What follows belongs to an exercise in optimizing a design on an open flow for small area; a production flow would make more cautious choices. Only simulation tests tie the RTL to the original design; equivalence was not proved.

Setup of old:
## dct2d_core
module dct2d_core(clk, reset, din, dout);
input clk, reset;
input  [64-1:0]   din;
output [12*8-1:0] dout;
reg [7:0] oh;
reg [1:0] blk;
always @(posedge clk) begin
    if (!reset) begin
        oh <= 8'd1;
        blk <= 2'd0;
    end else begin
        oh <= {oh[6:0], oh[7]};
        if (oh[7] && blk != 2'd3) blk <= blk + 2'd1;
    end
end
wire valid = blk[1] & (blk[0] | ~(oh[0] | oh[1] | oh[2]));
reg [63:0] d1, d2, d3, d4;
always @(posedge clk) begin
    d1 <= din; d2 <= d1; d3 <= d2; d4 <= d3;
end
wire [64:0] rowc;
dct_row u_row (.din(d4), .dout(rowc));
wire [87:0] colin;
wire [70:0] colc;
xpose_in  u_xin  (.clk(clk), .oh(oh), .rowc(rowc), .colin(colin));
dct_col   u_col  (.din(colin), .dout(colc));
xpose_out u_xout (.clk(clk), .oh(oh), .valid(valid), .colc(colc), .dout(dout));
endmodule
For scale: about 3500 cells after synthesis, roughly 160 I/O pins, roughly 0.056 mm^2 of cells after synthesis.
Settings: LEC_CHECK=0, CAP_MARGIN=20, CORE_MARGIN=2, CORE_UTILIZATION=50, CTS_BUF_LIST=sky130_fd_sc_hd__clkbuf_4, CTS_CLUSTER_DIAMETER=40, CTS_CLUSTER_SIZE=10, GPL_ROUTABILITY_DRIVEN=1, PLACE_DENSITY=0.6, SLEW_MARGIN=20, SYNTH_HIERARCHICAL=1; clock period 14.0 ns.
standard.sh (not shown) runs the stock make flow with config.mk's settings and CLKGATE_MAP_FILE= SYNTH_SCRIPT=/design/flow/synth_recipe.tcl, a recipe that flattens the netlist after the stock synthesis.
==> flow/flow/run.sh <==
#!/bin/bash
set -euo pipefail
export BUFFER_PORTS_ARGS="-buffer_cell sky130_fd_sc_hd__buf_1"
export CTS_ARGS="-sink_clustering_enable -repair_clock_nets -dont_use_dummy_load -buf_list sky130_fd_sc_hd__clkbuf_4 -sink_clustering_size 10 -sink_clustering_max_diameter 40"
bash standard.sh > standard_flow.log 2>&1
### old -> new
- swapping 50 for 44 in CORE_UTILIZATION
- swapping 0.6 for 0.55 in PLACE_DENSITY
==> flow/flow/run.sh <==
#!/bin/bash
set -euo pipefail
export BUFFER_PORTS_ARGS="-buffer_cell sky130_fd_sc_hd__buf_1"
export CTS_ARGS="-sink_clustering_enable -repair_clock_nets -dont_use_dummy_load -buf_list sky130_fd_sc_hd__clkbuf_4 -sink_clustering_size 12 -sink_clustering_max_diameter 40"
bash standard.sh > standard_flow.log 2>&1
Findings:
Comparing new and old, the lower final setup slack of the worst path was measured on old.
When the final numbers for new and old were put side by side, the final worst-path cycle share turned out to be greater in old.

---

dct2d_core again, from the RTL that the note above started with.
// dct2d_core
module dct2d_core(clk, reset, din, dout);
input clk, reset;
input  [64-1:0]   din;
output [12*8-1:0] dout;
reg [7:0] oh;
reg [1:0] blk;
always @(posedge clk) begin
    if (!reset) begin
        oh <= 8'd1;
        blk <= 2'd0;
    end else begin
        oh <= {oh[6:0], oh[7]};
        if (oh[7] && blk != 2'd3) blk <= blk + 2'd1;
    end
end
wire valid = blk[1] & (blk[0] | ~(oh[0] | oh[1] | oh[2]));
reg [63:0] d1, d2, d3, d4;
always @(posedge clk) begin
    d1 <= din; d2 <= d1; d3 <= d2; d4 <= d3;
end
wire [64:0] rowc;
dct_row u_row (.din(d4), .dout(rowc));
wire [87:0] colin;
wire [70:0] colc;
xpose_in  u_xin  (.clk(clk), .oh(oh), .rowc(rowc), .colin(colin));
dct_col   u_col  (.din(colin), .dout(colc));
xpose_out u_xout (.clk(clk), .oh(oh), .valid(valid), .colc(colc), .dout(dout));
endmodule
Settings: LEC_CHECK=0, CAP_MARGIN=0, CORE_MARGIN=2, CORE_UTILIZATION=50, GPL_ROUTABILITY_DRIVEN=1, PLACE_DENSITY=0.6, SLEW_MARGIN=0, SYNTH_HIERARCHICAL=1; clock period 14.0 ns.
==> flow/flow/run.sh <==
#!/bin/bash
set -euo pipefail
export BUFFER_PORTS_ARGS="-buffer_cell sky130_fd_sc_hd__buf_1"
export CTS_ARGS="-sink_clustering_enable -repair_clock_nets -dont_use_dummy_load -buf_list sky130_fd_sc_hd__clkbuf_4 -sink_clustering_size 12 -sink_clustering_max_diameter 40"
bash standard.sh > standard_flow.log 2>&1
The first run ran to the end with no violations.
Then changed:
==> flow/flow/run.sh (replaced) <==
#!/bin/bash
set -euo pipefail
export BUFFER_PORTS_ARGS="-buffer_cell sky130_fd_sc_hd__buf_1"
bash standard.sh > standard_flow.log 2>&1
CAP_MARGIN = 20   (was 0)
CTS_BUF_LIST = sky130_fd_sc_hd__clkbuf_16   (was unset)
CTS_CLUSTER_DIAMETER = 60   (was unset)
CTS_CLUSTER_SIZE = 28   (was unset)
SLEW_MARGIN = 20   (was 0)
What happened:
- The changed run produced a clean layout
- final cell count drops slightly
- hold slack improves by 70 ps
- wire length is lower slightly
- cell area went up by a few percent
- fmax decreases slightly
- non-clock buffer count is unchanged
- clock-buffer cell count goes down by 77
- synthesized cell count stays the same
- global-route usage went down by 0.19 points
Then changed:
==> flow/run.sh (new file) <==
#!/bin/bash
# synth_recipe.tcl (not shown) runs the flow's synth.tcl, then flattens the netlist and writes it again
# the make line also repeats each setting of config.mk as NAME=value (left out here)
make -C /OpenROAD-flow-scripts/flow DESIGN_CONFIG=/design/flow/config.mk WORK_HOME=/design/flow/orfs CLKGATE_MAP_FILE= SYNTH_SCRIPT=/design/flow/synth_recipe.tcl finish
CTS_BUF_LIST = sky130_fd_sc_hd__clkbuf_4   (was sky130_fd_sc_hd__clkbuf_16)
CTS_CLUSTER_DIAMETER = 40   (was 60)
CTS_CLUSTER_SIZE = 10   (was 28)
removed: flow/flow/run.sh
removed: flow/standard.sh
=> The changed run passed the timing, design-rule and antenna checks; sequential cell count stays the same; via count rose by a few percent; area after synthesis does not change; worst setup slack is about the same; die area stays the same.

-- separate check: timing with driven ports --
No port has a modelled driver above. Below, the same layouts with a new extraction and two added sets of constraints.
Step 1 sets driving cells, clkbuf_16 on the clock port and buf_2 on the other inputs (assumed; they add their load-dependent delay and slew).
Step 2 also shifts input and output timing later by t, the mid clock arrival at the registers, as if the neighbouring blocks saw the same clock.
Three values: ideal, step 1, step 2; two values: the first two.
run	t, ns	setup slack, ns	latest minus earliest clock arrival (ns)	worst data-port slew with drivers (ns)	pins driven straight from the clock port
old	1.087	0.942 / 0.942 / 0.942	0.173 / 0.173	0.07	1
new	1.125	0.994 / 0.994 / 0.994	0.148 / 0.148	0.05	1
the first run of note 2	1.080	0.995 / 0.995 / 0.995	0.188 / 0.188	0.06	1
the second run of note 2	0.744	0.919 / 0.919 / 0.919	0.040 / 0.041	0.06	1
the third run of note 2	1.122	0.920 / 0.920 / 0.920	0.089 / 0.088	0.06	1
After both steps setup and hold are still met in every run listed.
